Source: an optimization exercise on an open RTL-to-GDS flow (aim: small area, a short achievable clock period and few clock cycles per item). Production flows keep margins and buffers that such runs may drop.
Only simulation tests tie the RTL to the original design; equivalence was not proved.
Power figures rest on the tool's default switching activity, not on a simulated workload.

==> flow/design.v, too long to show whole: its modules and the start of the top module <==
// module rs_mul: 849 lines
module rs_mul
#(
    parameter int RS_COUNT = 2,
    parameter ROB_DEPTH = 32,
    parameter TAG_LEN = $clog2(ROB_DEPTH) - 1
)(
    input logic clk,
    input logic rst,branch_mispredicted,
    input logic [TAG_LEN:0] cdb_tag1,cdb_tag2, cdb_tag3,cdb_tag4,
    input logic [31:0] cdb_result1,cdb_result2,cdb_result3,cdb_result4,
    input logic update_add,update_rob,update_lsq,update_bp,
    input logic dis_valid,
    input logic [1:0] dis_rs_type,
    input logic [4:0] dis_aluop,
    input logic dis_rs1_rdy, dis_rs2_rdy,
    input logic [TAG_LEN:0] dis_Qj, dis_Qk, dis_rob_num,
    input logic [31:0] dis_rs1_data, dis_rs2_data,
    output logic mul_rdy,mul_full,
    output logic [TAG_LEN:0] rob_num_mul,
    output  logic [31:0] rs1m,rs2m,
    output logic [31:0] result_mul
);
  // ...
==> flow/flow/run.sh <==
#!/bin/bash
set -euo pipefail
B="BUFFER_PORTS_ARGS=-buffer_cell sky130_fd_sc_hd__buf_2"
bash standard.sh synth > flow_synth.log 2>&1
bash standard.sh SETUP_SLACK_MARGIN=6 "$B" cts > flow_cts.log 2>&1
bash standard.sh SETUP_SLACK_MARGIN=5.75 "$B" finish > flow_finish.log 2>&1
==> flow/standard.sh <==
#!/bin/bash
# synth_recipe.tcl (not shown) runs the flow's synth.tcl, then flattens the netlist and writes it again
# the make line also repeats each setting of config.mk as NAME=value (left out here)
make -C /OpenROAD-flow-scripts/flow DESIGN_CONFIG=/design/flow/config.mk WORK_HOME=/design/flow/orfs CLKGATE_MAP_FILE= SYNTH_SCRIPT=/design/flow/synth_recipe.tcl "${@:-finish}"
==> flow/config.mk <==
export PLATFORM = sky130hd
export DESIGN_NAME = rs_mul
export DESIGN_NICKNAME = rs_mul
export VERILOG_FILES = /design/flow/design.v
export SDC_FILE = /design/flow/constraint.sdc
export NUM_CORES = 8
export LEC_CHECK = 0
export ABC_AREA = 1
export CAP_MARGIN = 40
export CORE_MARGIN = 2
export CORE_UTILIZATION = 40
export SLEW_MARGIN = 40
==> flow/constraint.sdc <==
create_clock -name core_clock -period 10.0 [get_ports {clk}]
set_input_delay 2.0000 -clock core_clock [delete_from_list [all_inputs] [get_ports {clk}]]
set_output_delay 2.0000 -clock core_clock [all_outputs]
set_load 0.01 [all_outputs]
==> results.cfg, run 1 <==
[routing]
wl_met2_mm = 120
met1Wirelength_mm = 108

[pwr]
ir_worst_vdd_mv = 0.450
power_leader = combinational cells

[critical_path]
ff2ff_path_depth = 19
crit_fanout = 7
crit_start = S[31]$_DFFE_PP_
cp_common_cell = nand2_4

[cells_and_area]
final_common_cell = nand2_1
synthToLayoutAreaGrowth_pct = 18.8
clockBufferCount = 80
multi_input_area_mm2 = 0.0368
drive_gt1_share_pct = 16.0

[placement]
placed_cell_area_mm2 = 0.0605

[timing]
post-route-min-period_ns = 4.53
setup_violations = 0

[status]
outcome = complete, no violations

[synth]
ys_types = 75
ys_seq_elements = 560
synthMuxAreaShare_pct = 0.562
synthXorXnorAreaFrac_pct = 7.44

[grt]
grt-busiest-layer = met2

[clock_network]
clock_path_buffers = 3
htree_levels = 3

[floorplanning]
die_area_mm2 = 0.145

[min_path]
hold_path_class = reg -> reg
min_to = out_b[25]$_DFFE_PP_

[run]
cap_viol_max_count = 0
Testbench counts, summed over its fixed seeds: cycles 5,196, items 1,840.
==> run 2: changes to the inputs <==
--- a/flow/design.v
+++ b/flow/design.v
@@ -713,17 +713,18 @@
 assign x3c = {(tR[35:0] & dX[35:0]) | (tR[35:0] & D[35:0]) | (dX[35:0] & D[35:0]), ~e_bn};
 assign t1  = ksadd(tR, dX, ~e_bn);                  
 assign t2a = ksadd(x3s, x3c, ~e_bn);                
 assign t2b = ksadd(tR, D, ~e_bn);                   
 logic qh, ql;
 assign qh = ~t1[36];
 assign ql = qh ? ~t2a[36] : ~t2b[36];
 logic [31:0] rnext;
-assign rnext = qh ? (ql ? t2a[31:0] : t1[31:0]) : (ql ? t2b[31:0] : S[31:0]);
+assign rnext = ({32{qh & ql}} & t2a[31:0]) | ({32{qh & ~ql}} & t1[31:0])
+             | ({32{~qh & ql}} & t2b[31:0]) | ({32{~qh & ~ql}} & S[31:0]);
 logic [6:0] a_sd;
 assign a_sd = {1'b0, e_bla} + {6'd0, e_an} - {1'b0, e_blb};
 logic [5:0] a_s;
 assign a_s = (a_sd[6] | e_dz) ? 6'd0 : {a_sd[5:1], 1'b0};    
 logic [36:0] dsh;
 always_comb begin
     logic fill;
     fill = ~e_bn;
@@ -751,90 +752,90 @@
 end
 always_ff @(posedge clk) begin
     for (int i = 0; i < NE; i++) begin
         if (alloc[i]) begin
             opc[i] <= dis_opc;
             rob[i] <= dis_rob_num;
             q1[i]  <= dis_Qj;
             q2[i]  <= dis_Qk;
-            v1[i]  <= dval1;
-            v2[i]  <= dval2;
-        end else begin
-            if (!r1[i]) v1[i] <= cv1[i];
-            if (!r2[i]) v2[i] <= cv2[i];
         end
+        v1[i] <= ({32{alloc[i]}} & dval1) | ({32{~alloc[i] & r1[i]}} & v1[i])
+               | ({32{~alloc[i] & ~r1[i]}} & cv1[i]);
+        v2[i] <= ({32{alloc[i]}} & dval2) | ({32{~alloc[i] & r2[i]}} & v2[i])
+               | ({32{~alloc[i] & ~r2[i]}} & cv2[i]);
     end
     r1 <= r1_n;
     r2 <= r2_n;
-    if (w_valid) begin
-        out_res <= w_div ? wdiv : (w_hi ? psum[63:32] : psum[31:0]);
-        out_a   <= w_a;
-        out_b   <= w_b;
-        out_rob <= w_rob;
-    end
+    out_res <= w_div ? wdiv : (w_hi ? psum[63:32] : psum[31:0]);
+    out_a   <= w_a;
+    out_b   <= w_b;
+    out_rob <= w_rob;
     if (e_fr) begin
         w_a   <= xa;
         w_b   <= xb;
         w_rob <= rob[e_idx];
     end
     if (e_fr) e_freed <= 1'b1;
     if (can_issue) e_freed <= 1'b0;
-    if (e_last) begin
-        w_div <= e_div;
-        w_hi  <= e_hi;
-        w_neg <= e_neg;
+    w_div <= e_div;
+    w_hi  <= e_hi;
+    w_neg <= e_neg;
+    if (!e_div) begin
+        S <= dS;
+        C <= dC;
+    end else if (e_align) begin
+        S <= {{32{e_dz}}, M[31:0] + {31'd0, e_an}};
+        C <= {dC[63:37], dsh};
+    end else begin
+        S <= {S[61:32], qh, ql, rnext};
+        C <= {dC[63:37], {2{D[36]}}, D[36:2]};
     end
+    e_bc <= benc(nw);
     if (e_busy) begin
         if (e_div) begin
             if (e_align) begin
-                S <= {{32{e_dz}}, M[31:0] + {31'd0, e_an}};
-                C[36:0] <= dsh;
                 e_cnt <= a_s;
                 e_align <= 1'b0;
             end else begin
-                S <= {S[61:32], qh, ql, rnext};
-                C[36:0] <= {{2{D[36]}}, D[36:2]};
                 e_cnt <= e_cnt - 6'd2;
             end
         end else begin
-            S <= dS;
-            C <= dC;
-            e_bc <= benc(nw);
             e_first <= 1'b0;
             e_cnt <= e_cnt - 6'd1;
         end
     end
+    e_an   <= p_an;
+    e_dz   <= p_dz;
+    e_triv <= p_triv;
+    e_bla  <= p_bla;
+    e_blb  <= p_blb;
     if (can_issue) begin
         e_idx   <= nxt_sel;
         e_div   <= popc[2];
         e_first <= 1'b1;
         e_align <= popc[2];
         if (popc[2]) begin
             M      <= {1'b0, p_amag};
             e_hi   <= ~popc[1];
             e_neg  <= popc[1] ? p_an : ((p_an ^ p_bn) & ~p_dz);
-            e_an   <= p_an;
             e_bn   <= p_bn;
-            e_dz   <= p_dz;
-            e_triv <= p_triv;
-            e_bla  <= p_bla;
-            e_blb  <= p_blb;
         end else begin
             M      <= p_swap ? pY : pX;
             e_cnt  <= {4'b0, p_mn1};
             e_bc   <= p_bc;
             e_swap <= p_swap;
             e_hi   <= (popc[1:0] != 2'b00);
         end
     end
     if (flush) begin
         busy <= '0;
         iss <= '0;
         nxt_any <= 1'b0;
+        nxt_sel <= '0;
         full_r <= 1'b0;
         e_busy <= 1'b0;
         w_valid <= 1'b0;
         out_valid <= 1'b0;
     end else begin
         busy <= busy_n;
         iss <= iss_n;
         nxt_any <= |rdy_n;
==> run 2 against run 1 <==
Clock power grew 2%; sequential cell count stayed put; cell count down 0.18%; sequential share of layout area fell by 4.2 points; sequential power is 21% higher; die area decreased by 4.5%; clock skew is 0.017 ns lower; largest power group unchanged; still clean; via count fell by 1.6%; maximum frequency grew 4.4%.
==> results.cfg, run 2 <==
[status]
outcome = complete, no violations

[synth]
yosysTopAreaCell = dfxtp_1
synth_area_leaders = dfxtp_1 15%, nand2_1 10%, fa_1 8.5%
synth_area_per_cell_um2 = 7.00
synthArstFlopShare_pct = 0
synth_fp_nets = 8468
synthXorXnorAreaFrac_pct = 7.72
synthMuxAreaShare_pct = 0.460
ys_types = 75
synth_compound_area_share_pct = 23.3
synth_cells = 7764
ys_top_cells_by_count = 1464 x nand2_1, 975 x inv_1, 638 x nor2_1
syn_area_mm2 = 0.0544
synthAdderAreaFrac_pct = 13.8
ys_seq_elements = 560
synth-main-ff-cell = dfxtp_1
synth-seq-area-share_pct = 23.3
synthSimpleGateAreaFrac_pct = 21.1
synth_warnings = 9
synth_edf_count = 145
synth_top_family_by_area = compound AO/OA/AOI/OAI gates
synth_most_common_cell = nand2_1
synth_top_area_share_pct = 15.3

[clock_network]
clk-insertion-delay-late_ns = 0.72
cts_root_buf = clkbuf_16
cts_buffers = 71
path_clk_slew_ns = 0.06
ctsHoldBuffers = 0
clock_path_buffers = 3
cts_tree = done
clock_sinks = 560
htree_levels = 3

[cells_and_area]
design_area_mm2 = 0.0634
final_common_cell = nand2_1
drive_gt1_share_pct = 14.7
layout.cells.most_common_list = 1440 x nand2_1, 956 x inv_1, 609 x nor2_1, 555 x o22ai_1, 405 x xor2_1
synthToLayoutAreaGrowth_pct = 16.5
final_nets = 8731

[timing]
drv_slew = 0
fmax_ghz = 0.231
finClkSkew_ns = 0.0433
rsz0062_at_grt = yes
finalHoldViolCount = 0
setup_violations = 0
relSlewSlack_pct = 37.8
fin_setup_tns_ns = 0
post-route-period-util_pct = 43.4
post-route-min-period_ns = 4.34
worst_slew_pin_slew_ns = 0.921

[pwr]
p_per_area_mw_per_mm2 = 407
ir_worst_vdd_mv = 0.304
cellLeakagePower_nw = 28.6

[routing]
post_drt_via_cell_ratio = 6.28
ant_nets = 0
first_iter_violations = 8713
route.detailed.drc = 0
finalWirelength_mm = 300
wl_per_cell_um = 30.4
via_count = 62077
dr.pass1.iters = 7

[floorplanning]
initial_core_util_pct = 40.2
fp.dieH_um = 373
die_area_mm2 = 0.139
core_area_mm2 = 0.135
ioPinCount = 347
dieWidth_um = 373
rows = 135

[critical_path]
crit_fanout = 6
crit_type = reg -> reg
end_kind = flip-flop
cp.arrival_ns = 4.98
startpoint_type = flip-flop
critPathRequiredTime_ns = 10.64

[placement]
place.gp.congestion = 1.04
dpl.hpwl_mm = 222
portBuffers = 345
placed_cell_area_mm2 = 0.0579

[grt]
antenna_found_initial = 33
grt_use_total_pct = 41.5
grt_pass1_wl_mm = 420
grt-ovfl-total = 0
grt_pass1_vias = 57775
grt_max_degree = 81

[run]
cap_viol_max_count = 0

[min_path]
hold_path_class = reg -> reg
[run 2: changes by cell type after synthesis, sizes merged, moves of 20 or more]
| cell | delta |
|---|---|
| a211oi | -25 |
| a21oi | -93 |
| a221oi | +20 |
| a22oi | +51 |
| dfxtp | +375 |
| edfxtp | -375 |
| nand2 | +255 |
| nand3 | +177 |
| nor2 | -25 |
| nor4 | -95 |
| o211ai | +23 |
| o21ai | -143 |
| o221ai | -23 |
| o31ai | +94 |
[run 2: area by class of cell]
class / instances / area [um2]
fill: 13914 / 71800
multi-input combinational: 5757 / 37800
sequential: 560 / 12800
timing repair buffer: 612 / 4230
inverter: 1021 / 3950
tap: 1781 / 2230
clock buffer: 91 / 1980
clock inverter: 39 / 360
antenna: 14 / 35.0
timing repair inverter: 4 / 28.8
[run 2: final timing paths]
check	from	endpoint	slack [ns]	cells after the start
hold reg to reg	w_a[22]$_DFFE_PP_	out_a[22]$_DFF_P_	0.34	0
setup / recovery	S[2]$_DFF_P_	S[14]$_DFF_P_	5.66	23
hold / removal	w_a[22]$_DFFE_PP_	out_a[22]$_DFF_P_	0.34	0
setup reg to reg	S[2]$_DFF_P_	S[14]$_DFF_P_	5.66	23
[run 2: worst max-delay path: stages (launching register included)]
cell and delay (ns):
dfxtp_2 0.53, fa_2 0.51, ha_1 0.32, inv_1 0.08
nor2_4 0.13, nand2_2 0.08, nor2_4 0.11, nor2_4 0.05
o21ai_4 0.18, a21oi_4 0.09, o21ai_2 0.17, a21oi_2 0.10
o21bai_2 0.19, a21oi_4 0.12, o21ai_4 0.20, nand2_2 0.10
nand2_2 0.08, nand2_2 0.06, nand2_4 0.12, nand2_8 0.09
buf_12 0.15, o211ai_1 0.53, o211ai_1 0.17, nand2_1 0.09
[run 2: routing by layer]
metal	GRT usage, %	routed length (um)	vias to the layer above
met1	52.1	113000	29490
li1	-	-	26997
met3	10.3	35000	1117
met5	0	138	-
met2	61.7	125000	4453
met4	30.1	26900	20
[run 2: cells by family (layout without fill, tap and decap cells)]
kind of cell,Yosys count,after routing
multiplexers,23,23
AO/OA/AOI/OAI,2078,2078
adder cells (fa/ha/maj),460,460
flip-flops,560,560
other,0,14
buffers and inverters,1452,1767
AND/OR/NAND/NOR,2715,2720
XOR/XNOR,476,476
[run 2: stage by stage]
step	utilization, %	cells	setup slack [ns]	power (mW)	hold slack [ns]
after global routing	46.9	9869	5.55	27.5	0.345
after CTS	46.3	9831	5.69	24.8	0.339
after detailed placement	42.8	9602	4.08	20.5	0.327
after global placement	42.7	9597	3.72	20.4	0.324
final	46.9	9879	5.66	25.8	0.338
after floorplan	-	7764	6.10	14.3	0.323
[run 2: power by group]
part / switching [mW] / internal (mW) / total [mW]
Combinational: 12.3 / 7.08 / 19.4
Clock: 1.18 / 1.48 / 2.66
Sequential: 0.916 / 2.83 / 3.75
Total: 14.4 / 11.4 / 25.8
[run 2: repair_timing]
action / CTS / global route
setup buffers: 85 / 32
resized for setup: 381 / 109
cloned: 14 / 2
endpoints found under the setup margin: 261 / 76
pin swaps: 62 / 43
Testbench counts of run 2, summed over its fixed seeds: cycles 5,196, items 1,840.
==> run 3: changes to the inputs <==
--- a/flow/flow/run.sh
+++ b/flow/flow/run.sh
@@ -1,2 +1,5 @@
 #!/bin/bash
+# Own layout flow: the standard synthesis unchanged, then the standard ORFS layout with
+#  - port buffers of the plain sky130_fd_sc_hd__buf_2 cell.
+# Each step's full output goes to a log file in this folder (ORFS's own logs are under orfs/logs).
 set -euo pipefail
--- a/flow/config.mk
+++ b/flow/config.mk
@@ -7,3 +7,2 @@
 export LEC_CHECK = 0
-export ABC_AREA = 1
 export CAP_MARGIN = 40
==> run 3 against run 2 <==
Clock power rose by 4%; still clean on timing, DRC and antenna; global-route usage shrank 1.5 points; critical path type unchanged; maximum frequency rose by 2.3%; cell count decreased by 10%; clock-buffer cell count unchanged; routed wire length decreased by 2.1%; utilization decreased by 0.78 points; synthesized area increased by 3.3%; sequential share of layout area decreased by 0.18 points.
==> results.cfg, run 3 <==
[status]
outcome = complete, no violations

[grt]
grt_use_total_pct = 39.9
grt_pass1_vias = 56192
grt-ovfl-total = 0
grt_pass1_wl_mm = 414
grt_max_degree = 88
antenna_found_initial = 73

[pwr]
p_clk_share_pct = 10.3
p_sw_share_pct = 54.0
cellLeakagePower_nw = 25.5
ir_worst_vdd_mv = 0.404
p_per_area_mw_per_mm2 = 416
pwr-share-seq_pct = 16.6
pwr-share-comb_pct = 73.1
p_int_mw = 12.3
switching_power_mw = 14.5

[critical_path]
ff2ff_path_depth = 16
crit_fanout = 8
r2r_slack_ns = 5.76
endpoint = S[11]$_DFF_P_
startpoint_type = flip-flop
end_kind = flip-flop
crit_start = C[12]$_DFF_P_
r2r_end = S[11]$_DFF_P_
cp.arrival_ns = 4.78
critPathRequiredTime_ns = 10.54
crit_type = reg -> reg
r2r-start = C[12]$_DFF_P_

[synth]
ys_seq_elements = 560
synth_area_leaders = dfxtp_1 15%, fa_1 8.3%, edfxtp_1 7.8%
yosysTopAreaCell = dfxtp_1
synth_edf_count = 145
synth_most_common_cell = nand2_1
synth_fp_nets = 7499
synth_warnings = 9
synth-seq-area-share_pct = 22.5
synth_top_area_share_pct = 14.8
synth_cells = 6795
synth_area_per_cell_um2 = 8.27
synth-main-ff-cell = dfxtp_1
ys_types = 118
ys_top_cells_by_count = 544 x nand2_1, 522 x a22oi_1, 494 x a21oi_1
syn_area_mm2 = 0.0562
synthArstFlopShare_pct = 0

[routing]
dr.pass1.iters = 17
route.detailed.drc = 0
finalWirelength_mm = 294
first_iter_violations = 9287
via_count = 59324
ant_nets = 0
wl_per_cell_um = 33.2
post_drt_via_cell_ratio = 6.70

[timing]
drv_slew = 0
relSlewSlack_pct = 35.7
worst_slew_pin_slew_ns = 0.959
fmax_ghz = 0.236
finClkSkew_ns = 0.0827
rsz0062_at_grt = yes
fin_setup_tns_ns = 0
finalHoldViolCount = 0
post-route-period-util_pct = 42.4
post-route-min-period_ns = 4.24
setup_violations = 0

[floorplanning]
dieWidth_um = 379
core_area_mm2 = 0.140
rows = 137
initial_core_util_pct = 40.3
ioPinCount = 347
die_area_mm2 = 0.143
fp.dieH_um = 379

[clock_network]
path_clk_slew_ns = 0.07
cts_tree = done
clock_path_buffers = 3
clock_sinks = 560
clk-insertion-delay-late_ns = 0.74
cts_buffers = 70
htree_levels = 3
cts_root_buf = clkbuf_16

[placement]
place.gp.congestion = 1.01
portBuffers = 345
dpl.cell_count = 8565
placed_cell_area_mm2 = 0.0591
dpl.hpwl_mm = 212

[run]
cap_viol_max_count = 0

[cells_and_area]
drive_gt1_share_pct = 17.5
final_nets = 7578
synthToLayoutAreaGrowth_pct = 14.5
design_area_mm2 = 0.0643
layout.cells.most_common_list = 536 x nand2_1, 520 x a22oi_1, 478 x a21oi_1, 383 x nor2_1, 362 x xnor2_1
final_common_cell = nand2_1
final_cell_count_no_fill = 8860

[min_path]
hold_path_class = reg -> reg
[run 3: cell families after synthesis]
group,count (synthesis),share of synthesized area [%]
AO/OA/AOI/OAI,2153,25.9
XOR/XNOR,642,10.2
adder cells (fa/ha/maj),460,13.3
buffers and inverters,915,6.51
flip-flops,560,22.5
multiplexers,340,6.65
AND/OR/NAND/NOR,1725,14.9
[run 3: worst min-delay path by stage]
stage / start / to / slack [ns] / cells past startpoint
6_report: w_a[24]$_DFFE_PP_ / out_a[24]$_DFF_P_ / 0.33 / 0
5_1_grt: w_b[31]$_DFFE_PP_ / out_b[31]$_DFF_P_ / 0.34 / 0
4_1_cts: w_a[2]$_DFFE_PP_ / out_a[2]$_DFF_P_ / 0.33 / 0
3_5_place_dp: w_a[10]$_DFFE_PP_ / out_a[10]$_DFF_P_ / 0.33 / 0
3_3_place_gp: w_rob[1]$_DFFE_PP_ / out_rob[1]$_DFF_P_ / 0.33 / 0
2_1_floorplan: w_a[0]$_DFFE_PP_ / out_a[0]$_DFF_P_ / 0.32 / 0
[run 3: layout make-up]
type / count / area [um2]
Fill cell: 13812 / 75200
Multi-Input combinational cell: 5322 / 41000
Inverter: 335 / 1270
Antenna cell: 53 / 133
Timing Repair Buffer: 585 / 4250
Clock buffer: 91 / 1920
Sequential cell: 560 / 12800
Tap cell: 1876 / 2350
Clock inverter: 38 / 544
[run 3: worst max-delay path, stage by stage (launching register included)]
cell      delay, ns
dfxtp_4        0.47
fa_1           0.46
ha_2           0.42
or2_2          0.13
a21oi_1        0.05
o21bai_1       0.19
o31a_1         0.34
a311o_2        0.45
o21ai_4        0.23
a31oi_4        0.14
xnor2_4        0.20
buf_12         0.17
buf_12         0.15
nor2_1         0.07
a211oi_2       0.18
nor2_2         0.10
a221o_1        0.32
[run 3: repair_timing]
item,CTS,global route
setup endpoints to repair,197,38
hold buffers,0,0
setup buffers,83,12
resized for setup,303,45
cloned,14,2
pin swaps,53,15
[run 3: power by group through the flow]
stage / combinational [mW] / sequential (mW) / clock [mW]
global placement: 16.7 / 4.38 / 0
detailed placement: 16.8 / 4.37 / 0
global route: 20.9 / 4.41 / 2.86
floorplan: 11.2 / 3.42 / 0
finish: 19.6 / 4.46 / 2.76
CTS: 18.8 / 4.32 / 2.77
[run 3: metrics by stage]
step | utilization [%] | total power, mW | hold WS [ns] | setup WS, ns
final | 46.1 | 26.8 | 0.333 | 5.76
after CTS | 45.8 | 25.9 | 0.334 | 5.77
after detailed placement | 42.4 | 21.1 | 0.327 | 4.56
after global placement | 42.3 | 21.1 | 0.326 | 4.60
after floorplan | - | 14.7 | 0.323 | 6.02
after global routing | 46.1 | 28.2 | 0.342 | 5.70
[run 3: metal layers]
layer,routed length [um],track usage (%),vias to the layer above
li1,-,-,25094
met1,108000,49.1,28670
met3,33700,10.6,1124
met5,226,0.103,-
met2,125000,59.9,4406
met4,27400,29.5,30
==> run 4: changes to the inputs <==
--- a/flow/config.mk
+++ b/flow/config.mk
@@ -7,2 +7,3 @@
 export LEC_CHECK = 0
+export ABC_AREA = 1
 export CAP_MARGIN = 40
==> run 4 against run 3 <==
Still clean; clock skew is 0.039 ns lower; sequential power shrank 16%; global-route usage grew 1.5 points; synthesized area is 3.2% lower; hold slack improved by 0.0047 ns; sequential cell count unchanged; cell count grew 12%; first-iteration DRC count is 6.2% lower; critical path depth increased by 7; die area down 3.2%; critical endpoint is now S[14]$_DFF_P_; highest routed layer unchanged.
==> results.cfg, run 4 <==
[status]
outcome = complete, no violations

[cells_and_area]
multi_input_area_mm2 = 0.0378
final_nets = 8731
drive_gt1_share_pct = 14.7
seqCellArea_mm2 = 0.0128
final_common_cell = nand2_1
final_cell_count_no_fill = 9879
synthToLayoutAreaGrowth_pct = 16.5
layout.cells.most_common_list = 1440 x nand2_1, 956 x inv_1, 609 x nor2_1, 555 x o22ai_1, 405 x xor2_1
fillCellCount = 13914

[synth]
ys_types = 75
synth_cells = 7764
synthArstFlopShare_pct = 0
synth_area_leaders = dfxtp_1 15%, nand2_1 10%, fa_1 8.5%
yosysTopAreaCell = dfxtp_1
synthMuxAreaShare_pct = 0.460
synth_warnings = 9
synth-main-ff-cell = dfxtp_1
synth_area_per_cell_um2 = 7.00
synth_top_area_share_pct = 15.3
synth_fp_nets = 8468
synth_top_family_by_area = compound AO/OA/AOI/OAI gates
synth-seq-area-share_pct = 23.3
synthSimpleGateAreaFrac_pct = 21.1
ys_seq_elements = 560
synthAdderAreaFrac_pct = 13.8
synth_compound_area_share_pct = 23.3
ys_top_cells_by_count = 1464 x nand2_1, 975 x inv_1, 638 x nor2_1
synthXorXnorAreaFrac_pct = 7.72
synth_edf_count = 145
synth_most_common_cell = nand2_1
syn_area_mm2 = 0.0544

[critical_path]
startpoint_type = flip-flop
r2r_slack_ns = 5.66
crit_type = reg -> reg
path_delay_family = compound AO/OA/AOI/OAI gates
critPathMaxStageDelay_ns = 0.53
cp_common_cell = nand2_2
critPathSlowestCell = dfxtp_2
critPathRequiredTime_ns = 10.64
crit_fanout = 6
worstPathCellList = fa_2 -> ha_1 -> inv_1 -> nor2_4 -> nand2_2 -> nor2_4 -> nor2_4 -> o21ai_4 -> a21oi_4 -> o21ai_2 -> a21oi_2 -> o21bai_2 -> a21oi_4 -> o21ai_4 -> nand2_2 -> nand2_2 -> nand2_2 -> nand2_4 -> nand2_8 -> buf_12 -> o211ai_1 -> o211ai_1 -> nand2_1
critPathBufInv = 2
end_kind = flip-flop
cp.arrival_ns = 4.98

[placement]
dpl.hpwl_mm = 222
pre_cts_ws_ns = 4.08
place.gp.congestion = 1.04
dpl.cell_count = 9602
portBuffers = 345

[clock_network]
cts_root_buf = clkbuf_16
clk-insertion-delay-late_ns = 0.72
cts_tree = done
cts_buffers = 71
path_clk_slew_ns = 0.06
clock_path_buffers = 3
clock_sinks = 560
htree_levels = 3

[pwr]
p_sw_share_pct = 55.8
pwr-share-seq_pct = 14.5
switching_power_mw = 14.4
p_clk_share_pct = 10.3
pwr-share-comb_pct = 75.2
ir_worst_vdd_mv = 0.304
p_int_mw = 11.4
p_per_area_mw_per_mm2 = 407
cellLeakagePower_nw = 28.6

[min_path]
hold_path_class = reg -> reg

[grt]
grt_pass1_vias = 57775
grt_max_degree = 81
grt-ovfl-total = 0
grt_use_total_pct = 41.5
grt_pass1_wl_mm = 420
antenna_found_initial = 33

[timing]
worst_slew_pin_slew_ns = 0.921
setup_ws_ns = 5.66
fin_setup_tns_ns = 0
finalHoldViolCount = 0
setup_violations = 0
finClkSkew_ns = 0.0433
drv_slew = 0
post-route-min-period_ns = 4.34
rsz0062_at_grt = yes
relSlewSlack_pct = 37.8
fmax_ghz = 0.231
post-route-period-util_pct = 43.4

[floorplanning]
initial_core_util_pct = 40.2
dieWidth_um = 373
rows = 135
core_area_mm2 = 0.135
fp.dieH_um = 373
ioPinCount = 347
die_area_mm2 = 0.139

[routing]
first_iter_violations = 8713
ant_nets = 0
post_drt_via_cell_ratio = 6.28
via_count = 62077
route.detailed.drc = 0
finalWirelength_mm = 300
dr.pass1.iters = 7
wl_per_cell_um = 30.4

[run]
cap_viol_max_count = 0
run 4: what timing repair did:
action / 4_1_cts / 5_1_grt
pin swaps: 62 / 43
setup endpoints to repair: 261 / 76
gates resized for setup: 381 / 109
buffers inserted: 85 / 32
hold buffers: 0 / 0
cloned: 14 / 2
run 4: cell type report:
cell class                      instances  area share (%)
Inverter                             1021            6.24
Antenna cell                           14          0.0553
Tap cell                             1781            3.52
Clock inverter                         39           0.569
Clock buffer                           91            3.13
Multi-Input combinational cell       5757            59.6
Timing Repair inverter                  4          0.0454
Sequential cell                       560            20.1
Timing Repair Buffer                  612            6.68
run 4: metal layers:
| metal | vias to the layer above | global-route usage [%] | wire [um] |
|---|---|---|---|
| li1 | 26997 | - | - |
| met1 | 29490 | 52.1 | 113000 |
| met2 | 4453 | 61.7 | 125000 |
| met3 | 1117 | 10.3 | 35000 |
| met4 | 20 | 30.1 | 26900 |
| met5 | - | 0 | 138 |
run 4: path summary, 6_finish.rpt:
check,depth (start not counted),from,endpoint
worst max-delay path,23,S[2]$_DFF_P_,S[14]$_DFF_P_
worst min-delay path,0,w_a[22]$_DFFE_PP_,out_a[22]$_DFF_P_
worst max register to register,23,S[2]$_DFF_P_,S[14]$_DFF_P_
worst min register to register,0,w_a[22]$_DFFE_PP_,out_a[22]$_DFF_P_
run 4: worst register-to-register path: cells and delay by family, from the launching register on:
| kind | cells | cell delay, ns |
|---|---|---|
| adders and majority gates | 2 | 0.83 |
| AOI/OAI and AO/OA | 9 | 1.75 |
| and+or+nand+nor | 10 | 0.92 |
| buffers and inverters | 2 | 0.23 |
| DFF | 1 | 0.53 |
run 4: cell families after synthesis:
kind of cell | Yosys count
buffers and inverters | 1452
multiplexers | 23
flip-flops | 560
adder cells (fa/ha/maj) | 460
AO/OA/AOI/OAI | 2078
XOR/XNOR | 476
AND/OR/NAND/NOR | 2715
run 4: metrics by stage:
step	utilization (%)	area [um2]	power [mW]	hold WS, ns
after CTS	46.3	62600	24.8	0.339
after global placement	42.7	57700	20.4	0.324
after global routing	46.9	63300	27.5	0.345
final	46.9	63400	25.8	0.338
after detailed placement	42.8	57900	20.5	0.327
after floorplan	-	54400	14.3	0.323
run 4: power groups by stage:
stage / Sequential, mW / Clock [mW] / Combinational [mW]
detailed placement: 3.70 / 0 / 16.8
global route: 3.74 / 2.76 / 21.0
CTS: 3.69 / 2.67 / 18.5
finish: 3.75 / 2.66 / 19.4
floorplan: 3.21 / 0 / 11.1
global placement: 3.70 / 0 / 16.7
==> run 5: changes to the inputs <==
--- a/flow/config.mk
+++ b/flow/config.mk
@@ -10,3 +10,3 @@
 export CORE_MARGIN = 2
-export CORE_UTILIZATION = 40
+export CORE_UTILIZATION = 72
 export SLEW_MARGIN = 40
==> run 5 against run 4 <==
The flow now stops in global routing; synthesized area unchanged; synthesized cell count unchanged.
==> results.cfg, run 5 <==
[synth]
synth-main-ff-cell = dfxtp_1
synth_area_per_cell_um2 = 7.00
synth-seq-area-share_pct = 23.3
synth_edf_count = 145
synth_area_leaders = dfxtp_1 15%, nand2_1 10%, fa_1 8.5%
synth_cells = 7764
synth_warnings = 9
synth_top_area_share_pct = 15.3
yosysTopAreaCell = dfxtp_1
synthArstFlopShare_pct = 0
synth_fp_nets = 8468
ys_types = 75
syn_area_mm2 = 0.0544
synth_most_common_cell = nand2_1
ys_top_cells_by_count = 1464 x nand2_1, 975 x inv_1, 638 x nor2_1
ys_seq_elements = 560

[grt]
grt_use_total_pct = 77.0
grt-ovfl-total = 5
grt_max_degree = 95

[clock_network]
ctsHoldBuffers = 0
clock_path_buffers = 3
htree_levels = 2
cts_buffers = 60
cts_root_buf = clkbuf_16
clock_sinks = 560

[status]
lastStage = global routing
firstError = [ERROR GRT-0232] Routing congestion too high. Check the congestion heatmap in the GUI.
outcome = aborted with a tool error

[timing]
worst-ep-kind = register data pin
worst_endpoint = S[8]$_DFF_P_/D

[floorplanning]
dieWidth_um = 279
ioPinCount = 347
fp.dieH_um = 279
rows = 100
initial_core_util_pct = 72.9

[placement]
dpl.hpwl_mm = 182
pre_cts_ws_ns = 4.61
place.gp.congestion = 1.17
portBuffers = 345
-- run 5: how the worst max path moves through the flow --
stage                         startpoint       endpoint  cells after the start
after detailed placement    e_an$_DFF_P_   C[9]$_DFF_P_                     23
after CTS                   C[1]$_DFF_P_  S[13]$_DFF_P_                     25
after floorplan           e_bn$_DFFE_PP_  S[29]$_DFF_P_                     19
after global placement      e_an$_DFF_P_   C[9]$_DFF_P_                     23
-- run 5: repair_timing --
action,in CTS
setup buffers,87
endpoints found under the hold margin,0
pin swaps,51
endpoints found under the setup margin,229
cloned,15
gates resized for setup,298
-- run 5: cells by family after synthesis --
family / after synthesis / synth area share [%]
compound gates: 2078 / 23.3
xor+xnor: 476 / 7.72
fa+ha+maj: 460 / 13.8
buf+inv: 1452 / 10.3
flops: 560 / 23.3
mux: 23 / 0.460
simple gates: 2715 / 21.1
-- run 5: power by group through the flow --
stage	clock network [mW]	logic [mW]	registers (mW)
floorplan	0	11.1	3.21
global placement	0	15.6	3.68
detailed placement	0	16.1	3.68
CTS	2.43	17.6	3.67
-- run 5: per-stage QoR --
stage / utilization (%) / hold slack (ns) / instance area (um2) / power (mW) / cells
floorplan: - / 0.323 / 54400 / 14.3 / 7764
global placement: 75.7 / 0.324 / 56400 / 19.3 / 8748
detailed placement: 76.0 / 0.327 / 56700 / 19.8 / 8757
CTS: 81.5 / 0.342 / 60800 / 23.7 / 8973
-- run 5: routing by layer --
| metal | global-route usage [%] | overflow |
|---|---|---|
| met1 | 78.6 | 1 |
| met2 | 91.3 | 2 |
| met3 | 62.5 | 0 |
| met4 | 74.9 | 2 |
| met5 | 37.0 | 0 |
==> run 6: changes to the inputs <==
--- a/flow/config.mk
+++ b/flow/config.mk
@@ -10,3 +10,3 @@
 export CORE_MARGIN = 2
-export CORE_UTILIZATION = 72
+export CORE_UTILIZATION = 50
 export SLEW_MARGIN = 40
==> run 6 against run 5 <==
The run now finishes clean; synthesized area unchanged; synthesized cell count unchanged.
==> results.cfg, run 6 <==
[synth]
synth_warnings = 9
ys_types = 75
synthArstFlopShare_pct = 0
synth-main-ff-cell = dfxtp_1
syn_area_mm2 = 0.0544
synth-seq-area-share_pct = 23.3
yosysTopAreaCell = dfxtp_1
synth_area_leaders = dfxtp_1 15%, nand2_1 10%, fa_1 8.5%
synth_most_common_cell = nand2_1
ys_top_cells_by_count = 1464 x nand2_1, 975 x inv_1, 638 x nor2_1
synth_area_per_cell_um2 = 7.00
synth_fp_nets = 8468
ys_seq_elements = 560
synth_top_area_share_pct = 15.3
synth_edf_count = 145
synth_cells = 7764

[pwr]
p_sw_share_pct = 55.6
p_per_area_mw_per_mm2 = 409
p_int_mw = 11.3
cellLeakagePower_nw = 28.2
pwr-share-seq_pct = 15.2
p_clk_share_pct = 10.9
switching_power_mw = 14.1
ir_worst_vdd_mv = 0.290
pwr-share-comb_pct = 74.0

[grt]
grt_use_total_pct = 50.3
grt_max_degree = 79
antenna_found_initial = 25
grt_pass1_vias = 58237
grt-ovfl-total = 0
grt_pass1_wl_mm = 409

[routing]
first_iter_violations = 10550
via_count = 62834
dr.pass1.iters = 13
post_drt_via_cell_ratio = 6.66
wl_per_cell_um = 30.7
ant_nets = 0
route.detailed.drc = 0
finalWirelength_mm = 290

[cells_and_area]
design_area_mm2 = 0.0621
synthToLayoutAreaGrowth_pct = 14.2
drive_gt1_share_pct = 13.8
layout.cells.most_common_list = 1449 x nand2_1, 955 x inv_1, 609 x nor2_1, 553 x o22ai_1, 406 x o21ai_0
final_nets = 8670
multi_input_area_mm2 = 0.0374
seqCellArea_mm2 = 0.0128
final_cell_count_no_fill = 9435
fillCellCount = 10377
final_common_cell = nand2_1

[timing]
drv_slew = 0
finClkSkew_ns = 0.0377
post-route-period-util_pct = 42.6
finalHoldViolCount = 0
worst_slew_pin_slew_ns = 1.06
fmax_ghz = 0.235
post-route-min-period_ns = 4.26
relSlewSlack_pct = 28.4
setup_violations = 0
rsz0062_at_grt = yes
fin_setup_tns_ns = 0

[floorplanning]
initial_core_util_pct = 50.6
ioPinCount = 347
dieWidth_um = 334
fp.dieH_um = 334
die_area_mm2 = 0.111
rows = 120
core_area_mm2 = 0.108

[status]
outcome = complete, no violations

[critical_path]
path_delay_family = buffers and inverters
cp.arrival_ns = 4.87
critPathBufInv = 4
crit_type = in -> reg
critPathMaxStageDelay_ns = 0.58
worstPathCellList = buf_2 -> clkinvlp_4 -> a2111oi_0 -> nand3_2 -> clkinv_1 -> buf_4 -> a22oi_1 -> o211ai_1 -> nand2_1 -> nand3_1
critPathRequiredTime_ns = 10.61
end_kind = flip-flop
critPathSlowestCell = a2111oi_0
startpoint_type = input pin
crit_fanout = 20

[clock_network]
cts_buffers = 69
cts_root_buf = clkbuf_16
clock_path_buffers = 3
path_clk_slew_ns = 0.06
htree_levels = 3
cts_tree = done
clock_sinks = 560
clk-insertion-delay-late_ns = 0.70
ctsHoldBuffers = 0

[placement]
placed_cell_area_mm2 = 0.0572
dpl.hpwl_mm = 208
portBuffers = 345
place.gp.congestion = 1.08
dpl.cell_count = 9203

[min_path]
hold_path_class = reg -> reg

[run]
cap_viol_max_count = 0
[run 6: cell type report]
cell class                 count  area share (%)
timing repair inverter         8          0.0947
clock inverter                40           0.820
antenna                       13          0.0524
multi-input combinational   5757            60.2
clock buffer                  84            3.03
inverter                    1021            6.35
tap                         1403            2.83
timing repair buffer         549            6.02
sequential                   560            20.6
[run 6: timing repair]
action / in CTS / in global routing
endpoints found under the setup margin: 304 / 65
hold endpoints to repair: 0 / 0
gates cloned: 19 / 1
setup buffers: 63 / 11
pin swaps: 52 / 26
gates resized for setup: 335 / 107
[run 6: routing by layer]
layer,track usage [%],part of all wire (%),wire [um]
met2,72.0,40,116000
met4,40.4,11,30900
met1,60.2,35,102000
met5,1.56,0.11,327
met3,18.8,14,41000
[run 6: logic make-up (layout without fill, tap and decap cells)]
kind of cell / count (synthesis) / count (layout) / share of synthesized area (%)
multiplexers: 23 / 23 / 0.460
AND/OR/NAND/NOR: 2715 / 2720 / 21.1
other: 0 / 13 / 0
AO/OA/AOI/OAI: 2078 / 2078 / 23.3
buffers and inverters: 1452 / 1702 / 10.3
flip-flops: 560 / 560 / 23.3
XOR/XNOR: 476 / 476 / 7.72
adder cells (fa/ha/maj): 460 / 460 / 13.8
[run 6: final timing paths]
| check | from | endpoint | slack [ns] | cells after the start |
|---|---|---|---|---|
| max | cdb_tag4[4] | v1[1][24]$_DFF_P_ | 5.74 | 10 |
| min | w_rob[0]$_DFFE_PP_ | out_rob[0]$_DFF_P_ | 0.34 | 0 |
| max reg2reg | e_align$_SDFFCE_PN0P_ | nxt_sel$_SDFF_PP0_ | 5.79 | 17 |
| min reg2reg | w_rob[0]$_DFFE_PP_ | out_rob[0]$_DFF_P_ | 0.34 | 0 |
[run 6: power by group through the flow]
stage	Combinational [mW]	Clock, mW	Sequential, mW
finish	18.8	2.76	3.85
detailed placement	16.4	0	3.74
global placement	16.3	0	3.74
CTS	17.9	2.75	3.74
floorplan	11.1	0	3.21
global route	20.3	2.84	3.82
[run 6: worst register-to-register path, delay by kind of cell, from the launching register on]
kind	cells	cell delay [ns]
DFF	1	0.38
and+or+nand+nor	9	1.80
AOI/OAI and AO/OA	1	0.22
buffers and inverters	7	1.66
[run 6: through the flow]
stage,power [mW],utilization (%),setup slack [ns],hold slack (ns)
detailed placement,20.2,53.2,4.47,0.327
global route,27.0,57.7,5.61,0.343
CTS,24.4,57.3,5.76,0.337
global placement,20.0,53.1,4.12,0.325
floorplan,14.3,-,6.10,0.323
finish,25.4,57.8,5.74,0.338
==> run 7: changes to the inputs <==
--- a/flow/config.mk
+++ b/flow/config.mk
@@ -10,3 +10,4 @@
 export CORE_MARGIN = 2
-export CORE_UTILIZATION = 50
+export CORE_UTILIZATION = 55
+export PLACE_DENSITY = 0.7
 export SLEW_MARGIN = 40
==> run 7 against run 6 <==
Sequential share of layout area about the same; clock power is 5% lower; sequential cell count did not move; utilization up 5.4 points; sequential power hardly changed; register-to-register slack got worse by 0.04 ns; synthesized area unchanged; hold slack worse by 0.0087 ns; critical path depth unchanged; die area decreased by 9.0%; power is 0.31% lower; clock skew is 0.00092 ns lower; largest cell class unchanged; highest routed layer unchanged.
==> results.cfg, run 7 <==
[critical_path]
crit_type = in -> reg
worstPathCellList = buf_2 -> inv_1 -> a2111oi_0 -> nand3_2 -> clkinv_2 -> buf_4 -> a22oi_2 -> o211ai_1 -> nand2_1 -> nand3_1
cp.arrival_ns = 4.91
startpoint_type = input pin
critPathSlowestCell = a2111oi_0
critPathMaxStageDelay_ns = 0.60
end_kind = flip-flop
crit_fanout = 15
critPathRequiredTime_ns = 10.62

[floorplanning]
ioPinCount = 347
dieWidth_um = 318
die_area_mm2 = 0.101
fp.dieH_um = 318
rows = 115
core_area_mm2 = 0.0981
initial_core_util_pct = 55.4

[synth]
synth_most_common_cell = nand2_1
synth_top_family_by_area = compound AO/OA/AOI/OAI gates
synthMuxAreaShare_pct = 0.460
synth_area_leaders = dfxtp_1 15%, nand2_1 10%, fa_1 8.5%
ys_seq_elements = 560
synth_edf_count = 145
yosysTopAreaCell = dfxtp_1
ys_top_cells_by_count = 1464 x nand2_1, 975 x inv_1, 638 x nor2_1
synth_compound_area_share_pct = 23.3
syn_area_mm2 = 0.0544
synth_fp_nets = 8468
synthAdderAreaFrac_pct = 13.8
synth_top_area_share_pct = 15.3
synthArstFlopShare_pct = 0
synth-seq-area-share_pct = 23.3
synth-main-ff-cell = dfxtp_1
synthXorXnorAreaFrac_pct = 7.72
synthSimpleGateAreaFrac_pct = 21.1
synth_warnings = 9
ys_types = 75
synth_area_per_cell_um2 = 7.00
synth_cells = 7764

[grt]
antenna_found_initial = 28
grt_pass1_wl_mm = 400
grt-ovfl-total = 0
grt_pass1_vias = 58385
grt_use_total_pct = 53.5
grt_max_degree = 86

[routing]
post_drt_via_cell_ratio = 6.83
via_count = 63922
route.detailed.drc = 0
first_iter_violations = 10785
ant_nets = 0
finalWirelength_mm = 283
wl_per_cell_um = 30.3
dr.pass1.iters = 21

[pwr]
p_int_mw = 11.1
p_clk_share_pct = 10.4
power_mw = 25.3
ir_worst_vdd_mv = 0.355
switching_power_mw = 14.2
cellLeakagePower_nw = 28.3
pwr-share-seq_pct = 15.2
p_sw_share_pct = 56.2
pwr-share-comb_pct = 74.4
p_per_area_mw_per_mm2 = 408

[clock_network]
cts_buffers = 69
clock_path_buffers = 3
cts_tree = done
path_clk_slew_ns = 0.06
cts_root_buf = clkbuf_16
clk-insertion-delay-late_ns = 0.68
htree_levels = 3
ctsHoldBuffers = 0
clock_sinks = 560

[timing]
setup_violations = 0
fin_setup_tns_ns = 0
rsz0062_at_grt = yes
post-route-period-util_pct = 42.9
finalHoldViolCount = 0
worst_slew_pin_slew_ns = 0.950
post-route-min-period_ns = 4.29
fmax_ghz = 0.233
relSlewSlack_pct = 36.0
drv_slew = 0
hold_ws_ns = 0.330
finClkSkew_ns = 0.0368

[placement]
placed_cell_area_mm2 = 0.0572
portBuffers = 345
dpl.cell_count = 9097
dpl.hpwl_mm = 203
place.gp.congestion = 1.13

[cells_and_area]
layout.cells.most_common_list = 1449 x nand2_1, 952 x inv_1, 611 x nor2_1, 557 x o22ai_1, 406 x o21ai_0
design_area_mm2 = 0.0620
final_common_cell = nand2_1
synthToLayoutAreaGrowth_pct = 14.0
drive_gt1_share_pct = 14.0
final_cell_count_no_fill = 9356
final_nets = 8699

[status]
outcome = complete, no violations

[min_path]
hold_path_class = reg -> reg

[run]
cap_viol_max_count = 0
run 7: final timing paths:
kind	slack, ns	start	endpoint	cells past startpoint
hold / removal	0.33	w_rob[0]$_DFFE_PP_	out_rob[0]$_DFF_P_	0
hold reg to reg	0.33	w_rob[0]$_DFFE_PP_	out_rob[0]$_DFF_P_	0
setup / recovery	5.71	cdb_tag4[4]	v1[0][20]$_DFF_P_	10
setup reg to reg	5.75	e_first$_SDFFE_PP1P_	S[17]$_DFF_P_	12
run 7: logic make-up (layout without fill, tap and decap cells):
| logic type | after synthesis | count (layout) |
|---|---|---|
| flip-flops | 560 | 560 |
| adder cells (fa/ha/maj) | 460 | 460 |
| AND/OR/NAND/NOR | 2715 | 2718 |
| buffers and inverters | 1452 | 1735 |
| XOR/XNOR | 476 | 476 |
| AO/OA/AOI/OAI | 2078 | 2078 |
| multiplexers | 23 | 23 |
| other | 0 | 19 |
run 7: final cells by class:
type                       instances  area, um2
inverter                        1021       3970
clock buffer                      84       1900
tap                             1287       1610
clock inverter                    42        412
timing repair buffer             581       3940
sequential                       560      12800
timing repair inverter             7       50.0
multi-input combinational       5755      37300
antenna                           19       47.5
fill                            8961      36200
run 7: layer usage:
layer	vias to the layer above	track usage (%)	wire length [um]	part of all wire, %
met5	-	0.378	113	0.040
met4	14	46.3	32700	12
met3	1724	21.0	43700	15
met2	5862	74.3	110000	39
met1	29383	64.1	96600	34
li1	26939	-	-	-
run 7: through the flow:
stage	worst slack (ns)	utilization, %
floorplan	6.10	-
global placement	4.61	58.1
detailed placement	4.59	58.3
CTS	5.72	62.2
global route	5.62	63.1
finish	5.71	63.1
run 7: power groups by stage:
stage	Sequential, mW	Combinational (mW)	Clock [mW]
floorplan	3.21	11.1	0
global placement	3.76	16.4	0
detailed placement	3.74	16.6	0
CTS	3.73	17.7	2.61
global route	3.81	20.1	2.70
finish	3.85	18.8	2.63
run 7: critical path: cells and delay by family:
family / cells / cell delay, ns
AND/OR/NAND/NOR: 3 / 0.60
AO/OA/AOI/OAI: 3 / 1.08
buffers and inverters: 4 / 1.20
run 7: what timing repair did:
action,4_1_cts,5_1_grt
pin swaps,37,34
gates cloned,13,4
setup endpoints to repair,247,120
setup buffers,48,48
resized for setup,291,130
==> run 8: changes to the inputs <==
--- a/flow/config.mk
+++ b/flow/config.mk
@@ -11,3 +11,2 @@
 export CORE_UTILIZATION = 55
-export PLACE_DENSITY = 0.7
 export SLEW_MARGIN = 40
==> run 8 against run 7 <==
Worst setup slack better by 0.021 ns; non-clock buffer count decreased by 36; critical endpoint is now C[19]$_DFF_P_; sequential power grew 1%; via count decreased by 0.71%; power increased by 0.86%; clock power fell by 2%; die area did not move; sequential share of layout area hardly changed; synthesized area did not move; hold slack about the same; critical path depth grew 1; first-iteration DRC count grew 3.9%.
==> results.cfg, run 8 <==
[status]
outcome = complete, no violations

[pwr]
power_mw = 25.5
ir_worst_vdd_mv = 0.361
cellLeakagePower_nw = 28.2
p_per_area_mw_per_mm2 = 412

[cells_and_area]
synthToLayoutAreaGrowth_pct = 14.0
layout.cells.most_common_list = 1446 x nand2_1, 954 x inv_1, 610 x nor2_1, 554 x o22ai_1, 408 x o21ai_0
fillCellCount = 9048
final_nets = 8664
final_cell_count_no_fill = 9314
design_area_mm2 = 0.0620
final_common_cell = nand2_1
drive_gt1_share_pct = 13.6
fin_util_pct = 63.2

[synth]
synth_area_per_cell_um2 = 7.00
yosysTopAreaCell = dfxtp_1
syn_area_mm2 = 0.0544
synth_most_common_cell = nand2_1
synth_warnings = 9
ys_top_cells_by_count = 1464 x nand2_1, 975 x inv_1, 638 x nor2_1
synth_fp_nets = 8468
synth_cells = 7764
synth_edf_count = 145
synth-main-ff-cell = dfxtp_1
synth-seq-area-share_pct = 23.3
synthArstFlopShare_pct = 0
ys_types = 75
synth_area_leaders = dfxtp_1 15%, nand2_1 10%, fa_1 8.5%
synth_top_area_share_pct = 15.3
ys_seq_elements = 560

[floorplanning]
rows = 115
die_area_mm2 = 0.101
ioPinCount = 347
fp.dieH_um = 318
initial_core_util_pct = 55.4
dieWidth_um = 318
core_area_mm2 = 0.0981

[timing]
drv_slew = 0
fmax_ghz = 0.234
fin_setup_tns_ns = 0
worst_slew_pin_slew_ns = 1.04
finalHoldViolCount = 0
relSlewSlack_pct = 30.0
finClkSkew_ns = 0.0293
rsz0062_at_grt = yes
post-route-period-util_pct = 42.7
setup_violations = 0
post-route-min-period_ns = 4.27

[grt]
grt_max_degree = 83
antenna_found_initial = 24
grt-ovfl-total = 0
grt_pass1_wl_mm = 401
grt_pass1_vias = 58615
grt_use_total_pct = 53.9

[critical_path]
cp.arrival_ns = 4.83
crit_fanout = 56
r2r_end = C[19]$_DFF_P_
end_kind = flip-flop
startpoint_type = flip-flop
critPathRequiredTime_ns = 10.56
ff2ff_path_depth = 11
crit_type = reg -> reg
r2r-start = e_first$_SDFFE_PP1P_
r2r_slack_ns = 5.73

[min_path]
min_to = out_a[31]$_DFF_P_
hold_path_class = reg -> reg
min_from = w_a[31]$_DFFE_PP_
hold_depth = 0

[clock_network]
path_clk_slew_ns = 0.06
clock_sinks = 560
cts_root_buf = clkbuf_16
htree_levels = 3
clock_path_buffers = 3
cts_tree = done
clk-insertion-delay-late_ns = 0.73
cts_buffers = 66
ctsHoldBuffers = 0

[placement]
placed_cell_area_mm2 = 0.0571
dpl.hpwl_mm = 201
place.gp.congestion = 1.11
portBuffers = 345
dpl.cell_count = 9083

[routing]
dr.pass1.iters = 13
post_drt_via_cell_ratio = 6.81
via_count = 63471
wl_per_cell_um = 30.4
ant_nets = 0
route.detailed.drc = 0
first_iter_violations = 11204
finalWirelength_mm = 283

[run]
cap_viol_max_count = 0
-- run 8: cell counts after synthesis --
Identical to the previous run, type by type.
-- run 8: area by class of cell --
| class | instances | area [um2] | share of cell area, % |
|---|---|---|---|
| repair buffers | 545 | 3840 | 6.20 |
| flip-flops and latches | 560 | 12800 | 20.6 |
| well taps | 1287 | 1610 | 2.60 |
| repair inverters | 9 | 68.8 | 0.111 |
| clock inverters | 39 | 355 | 0.573 |
| clock buffers | 83 | 1840 | 2.97 |
| diodes | 13 | 32.5 | 0.0525 |
| inverters | 1021 | 3950 | 6.38 |
| multi-input cells | 5757 | 37500 | 60.5 |
-- run 8: worst max-delay path by stage --
stage | end | cells past startpoint | startpoint
floorplan | S[29]$_DFF_P_ | 19 | e_bn$_DFFE_PP_
global placement | v1[1][26]$_DFF_P_ | 17 | e_align$_SDFFCE_PN0P_
detailed placement | e_triv$_DFF_P_ | 22 | nxt_sel$_SDFF_PP0_
CTS | S[14]$_DFF_P_ | 23 | C[1]$_DFF_P_
global route | C[23]$_DFF_P_ | 27 | e_an$_DFF_P_
finish | C[19]$_DFF_P_ | 11 | e_first$_SDFFE_PP1P_
-- run 8: metal layers --
metal / up-vias / global-route usage [%] / wire length [um]
met4: 14 / 46.4 / 33200
met3: 1769 / 22.4 / 44400
met2: 5751 / 74.7 / 109000
li1: 26845 / - / -
met5: - / 0.378 / 103
met1: 29092 / 64.1 / 96000
-- run 8: what timing repair did --
action	in CTS	in global routing
setup endpoints to repair	292	96
pin swaps	41	28
gates cloned	20	5
gates resized for setup	324	136
buffers inserted	61	9
-- run 8: cells by family (layout without fill, tap and decap cells) --
logic type	count (synthesis)	count (layout)	synth area share (%)
and+or+nand+nor	2715	2720	21.1
AOI/OAI and AO/OA	2078	2078	23.3
buffers and inverters	1452	1697	10.3
DFF	560	560	23.3
xor gates and xnor gates	476	476	7.72
adders and majority gates	460	460	13.8
muxes	23	23	0.460
other	0	13	0
-- run 8: per-stage QoR --
step	hold slack, ns	setup slack, ns
2_1_floorplan	0.323	6.10
3_3_place_gp	0.324	4.56
3_5_place_dp	0.327	4.42
4_1_cts	0.325	5.76
5_1_grt	0.331	5.66
6_report	0.330	5.73
-- run 8: worst max-delay path, cell delays in order, from the launching register on --
cell and delay [ns]:
dfxtp_2 0.32, buf_6 0.36, inv_1 0.15, buf_12 0.21, nand2_1 0.31, fa_1 0.51
fa_1 0.51, fa_1 0.49, inv_1 0.06, fa_1 0.42, o21ai_0 0.42, o221ai_1 0.22
-- run 8: where the power goes --
group	switching, mW	internal (mW)	total [mW]
clock	1.16	1.40	2.57
sequential	1.05	2.84	3.89
combinational	12.1	6.92	19.1
total	14.3	11.2	25.5
==> run 9: changes to the inputs <==
==> flow/flow/run.sh (replaced) <==
#!/bin/bash
# Own layout flow: the standard synthesis unchanged, then the standard ORFS layout with
#  - port buffers of the plain sky130_fd_sc_hd__buf_2 cell.
# Each step's full output goes to a log file in this folder (ORFS's own logs are under orfs/logs).
set -euo pipefail
bash standard.sh synth > flow_synth.log 2>&1
bash standard.sh SETUP_SLACK_MARGIN=6 "BUFFER_PORTS_ARGS=-buffer_cell sky130_fd_sc_hd__buf_2" finish > flow_layout.log 2>&1
--- a/flow/config.mk
+++ b/flow/config.mk
@@ -10,3 +10,3 @@
 export CORE_MARGIN = 2
-export CORE_UTILIZATION = 55
+export CORE_UTILIZATION = 40
 export SLEW_MARGIN = 40
==> run 9 against run 8 <==
Synthesized area stayed put; die area up 37%; utilization down 15 points; cell count is 7.4% higher; sequential cell count stayed put; synthesized cell count stayed put; clock power up 4%; power up 2.6%; register-to-register slack worse by 0.04 ns; maximum frequency is 1.0% lower; hold slack gained 0.0092 ns; via count fell by 1.2%; critical endpoint is now S[14]$_DFF_P_.
==> results.cfg, run 9 <==
[synth]
synthSimpleGateAreaFrac_pct = 21.1
ys_seq_elements = 560
ys_types = 75
synthAdderAreaFrac_pct = 13.8
synth-seq-area-share_pct = 23.3
synth_warnings = 9
synth_top_area_share_pct = 15.3
synth-main-ff-cell = dfxtp_1
synth_area_per_cell_um2 = 7.00
synth_most_common_cell = nand2_1
synth_edf_count = 145
synthXorXnorAreaFrac_pct = 7.72
synthArstFlopShare_pct = 0
synth_top_family_by_area = compound AO/OA/AOI/OAI gates
synth_area_leaders = dfxtp_1 15%, nand2_1 10%, fa_1 8.5%
synth_fp_nets = 8468
synth_compound_area_share_pct = 23.3
synthMuxAreaShare_pct = 0.460
synth_cells = 7764
syn_area_mm2 = 0.0544
ys_top_cells_by_count = 1464 x nand2_1, 975 x inv_1, 638 x nor2_1
yosysTopAreaCell = dfxtp_1

[routing]
finalWirelength_mm = 303
via_count = 62723
ant_nets = 0
dr.pass1.iters = 7
wl_per_cell_um = 30.3
route.detailed.drc = 0
first_iter_violations = 8625
post_drt_via_cell_ratio = 6.27

[timing]
worst_slew_pin_slew_ns = 0.938
relSlewSlack_pct = 37.2
fmax_ghz = 0.232
finClkSkew_ns = 0.0474
rsz0062_at_grt = yes
hold_ws_ns = 0.339
post-route-period-util_pct = 43.1
fin_setup_tns_ns = 0
finalHoldViolCount = 0
post-route-min-period_ns = 4.31
drv_slew = 0
setup_violations = 0

[placement]
place.gp.congestion = 1.04
dpl.cell_count = 9602
dpl.hpwl_mm = 222
portBuffers = 345
placed_cell_area_mm2 = 0.0579

[floorplanning]
fp.dieH_um = 373
initial_core_util_pct = 40.2
core_area_mm2 = 0.135
ioPinCount = 347
dieWidth_um = 373
rows = 135
die_area_mm2 = 0.139

[clock_network]
clock_path_buffers = 3
clock_sinks = 560
cts_buffers = 71
cts_root_buf = clkbuf_16
cts_tree = done
htree_levels = 3
path_clk_slew_ns = 0.06
clk-insertion-delay-late_ns = 0.73

[cells_and_area]
final_cell_count_no_fill = 10003
drive_gt1_share_pct = 17.2
final_common_cell = nand2_1
final_nets = 8851
layout.cells.most_common_list = 1429 x nand2_1, 936 x inv_1, 600 x nor2_1, 554 x o22ai_1, 403 x xor2_1
synthToLayoutAreaGrowth_pct = 20.0
design_area_mm2 = 0.0652

[critical_path]
startpoint_type = flip-flop
critPathMaxStageDelay_ns = 0.52
crit_type = reg -> reg
critPathRequiredTime_ns = 10.64
crit_fanout = 6
end_kind = flip-flop
cp.arrival_ns = 4.95
critPathSlowestCell = dfxtp_2
cp_common_cell = nand2_2
worstPathCellList = fa_2 -> ha_1 -> inv_1 -> nor2_4 -> nand2_2 -> nor2_4 -> nor2_4 -> o21ai_4 -> a21oi_4 -> o21ai_2 -> a21oi_2 -> o21bai_2 -> a21oi_4 -> o21ai_4 -> nand2_2 -> nand2_2 -> nand2_2 -> nand2_4 -> nand2_8 -> buf_12 -> o211ai_1 -> o211ai_1 -> nand2_1

[pwr]
ir_worst_vdd_mv = 0.303
p_clk_share_pct = 10.1
p_int_mw = 11.6
p_per_area_mw_per_mm2 = 401
switching_power_mw = 14.5
cellLeakagePower_nw = 29.2
power_mw = 26.2
pwr-share-comb_pct = 75.5
p_sw_share_pct = 55.6
pwr-share-seq_pct = 14.3

[grt]
grt_max_degree = 81
grt_use_total_pct = 41.5
grt_pass1_wl_mm = 420
grt_pass1_vias = 57775
grt-ovfl-total = 0
antenna_found_initial = 31

[min_path]
hold_path_class = reg -> reg

[run]
cap_viol_max_count = 0

[status]
outcome = complete, no violations
-- run 9: repair_timing --
| action | CTS | global route |
|---|---|---|
| gates cloned | 14 | 9 |
| hold buffers | 0 | 0 |
| buffers inserted | 85 | 145 |
| gates resized for setup | 381 | 318 |
| pin swaps | 62 | 104 |
| endpoints found under the setup margin | 261 | 186 |
-- run 9: critical path: cells and delay by family (launching register included) --
| kind | cells | cell delay, ns |
|---|---|---|
| adder cells (fa/ha/maj) | 2 | 0.83 |
| AO/OA/AOI/OAI | 9 | 1.74 |
| flip-flops | 1 | 0.52 |
| buffers and inverters | 2 | 0.22 |
| AND/OR/NAND/NOR | 10 | 0.90 |
-- run 9: metrics by stage --
step / setup slack [ns] / utilization (%)
2_1_floorplan: 6.10 / -
3_3_place_gp: 3.72 / 42.7
3_5_place_dp: 4.08 / 42.8
4_1_cts: 5.69 / 46.3
5_1_grt: 5.55 / 48.3
6_report: 5.69 / 48.3
-- run 9: layout make-up --
type	instances	area (um2)
Antenna cell	18	45.0
Clock buffer	91	1980
Clock inverter	39	360
Fill cell	13796	69900
Inverter	1021	4030
Multi-Input combinational cell	5757	38400
Sequential cell	560	12800
Tap cell	1781	2230
Timing Repair Buffer	730	5360
Timing Repair inverter	6	51.3
-- run 9: layer usage --
metal  routed length, um  GRT usage [%]
met5                  78              0
met4               27600           30.1
met3               35800           10.3
met2              126000           61.7
met1              113000           52.1
-- run 9: worst paths after layout --
check                       to  cells past startpoint  slack (ns)              start
max              S[14]$_DFF_P_                     23        5.69       S[2]$_DFF_P_
min          out_b[19]$_DFF_P_                      0        0.34  w_b[19]$_DFFE_PP_
max reg2reg      S[14]$_DFF_P_                     23        5.69       S[2]$_DFF_P_
min reg2reg  out_b[19]$_DFF_P_                      0        0.34  w_b[19]$_DFFE_PP_
-- run 9: power by group through the flow --
stage	combinational [mW]	clock, mW	sequential, mW
global placement	16.7	0	3.70
CTS	18.5	2.67	3.69
detailed placement	16.8	0	3.70
global route	21.4	2.76	3.74
floorplan	11.1	0	3.21
finish	19.8	2.66	3.75
-- run 9: logic make-up (layout without fill, tap and decap cells) --
logic type | count (synthesis) | in the layout
AO/OA/AOI/OAI | 2078 | 2078
multiplexers | 23 | 23
flip-flops | 560 | 560
adder cells (fa/ha/maj) | 460 | 460
other | 0 | 18
buffers and inverters | 1452 | 1887
AND/OR/NAND/NOR | 2715 | 2720
XOR/XNOR | 476 | 476

## what the ideal ports hide
How much do the figures lean on ideal ports? The routed layouts below were timed once more, with nothing changed but the port constraints. Step 1 assumes that a clkbuf_16 drives the clock port and a buf_2 every other input. Step 2 moves the port delays by t, midway between the first and last clock arrival at a register: inputs arrive t later, outputs are due t later. That takes back most of the time a late clock gives input paths. Three values: no drivers, after step 1, after step 2; two values: the first two.
| run | t (ns) | setup WS [ns] | worst setup path at the end | worst slew at a driven data input, ns |
|---|---|---|---|---|
| run 1 | 0.758 | 5.472 / 5.472 / 5.045 | input to register | 0.16 |
| run 2 | 0.781 | 5.662 / 5.662 / 5.077 | input to register | 0.24 |
| run 3 | 0.774 | 5.761 / 5.761 / 5.058 | input to register | 0.28 |
| run 4 | 0.781 | 5.662 / 5.662 / 5.077 | input to register | 0.24 |
| run 6 | 0.753 | 5.740 / 5.781 / 5.028 | input to register | 0.15 |
| run 7 | 0.746 | 5.709 / 5.746 / 5.011 | input to register | 0.17 |
| run 8 | 0.794 | 5.730 / 5.730 / 5.016 | input to register | 0.28 |
| run 9 | 0.786 | 5.687 / 5.687 / 5.293 | input to register | 0.24 |
After both steps every run listed still meets setup and hold. For run 8, which loses most, drivers alone change the setup slack by 0.000 ns; drivers and shift together by -0.714 ns.
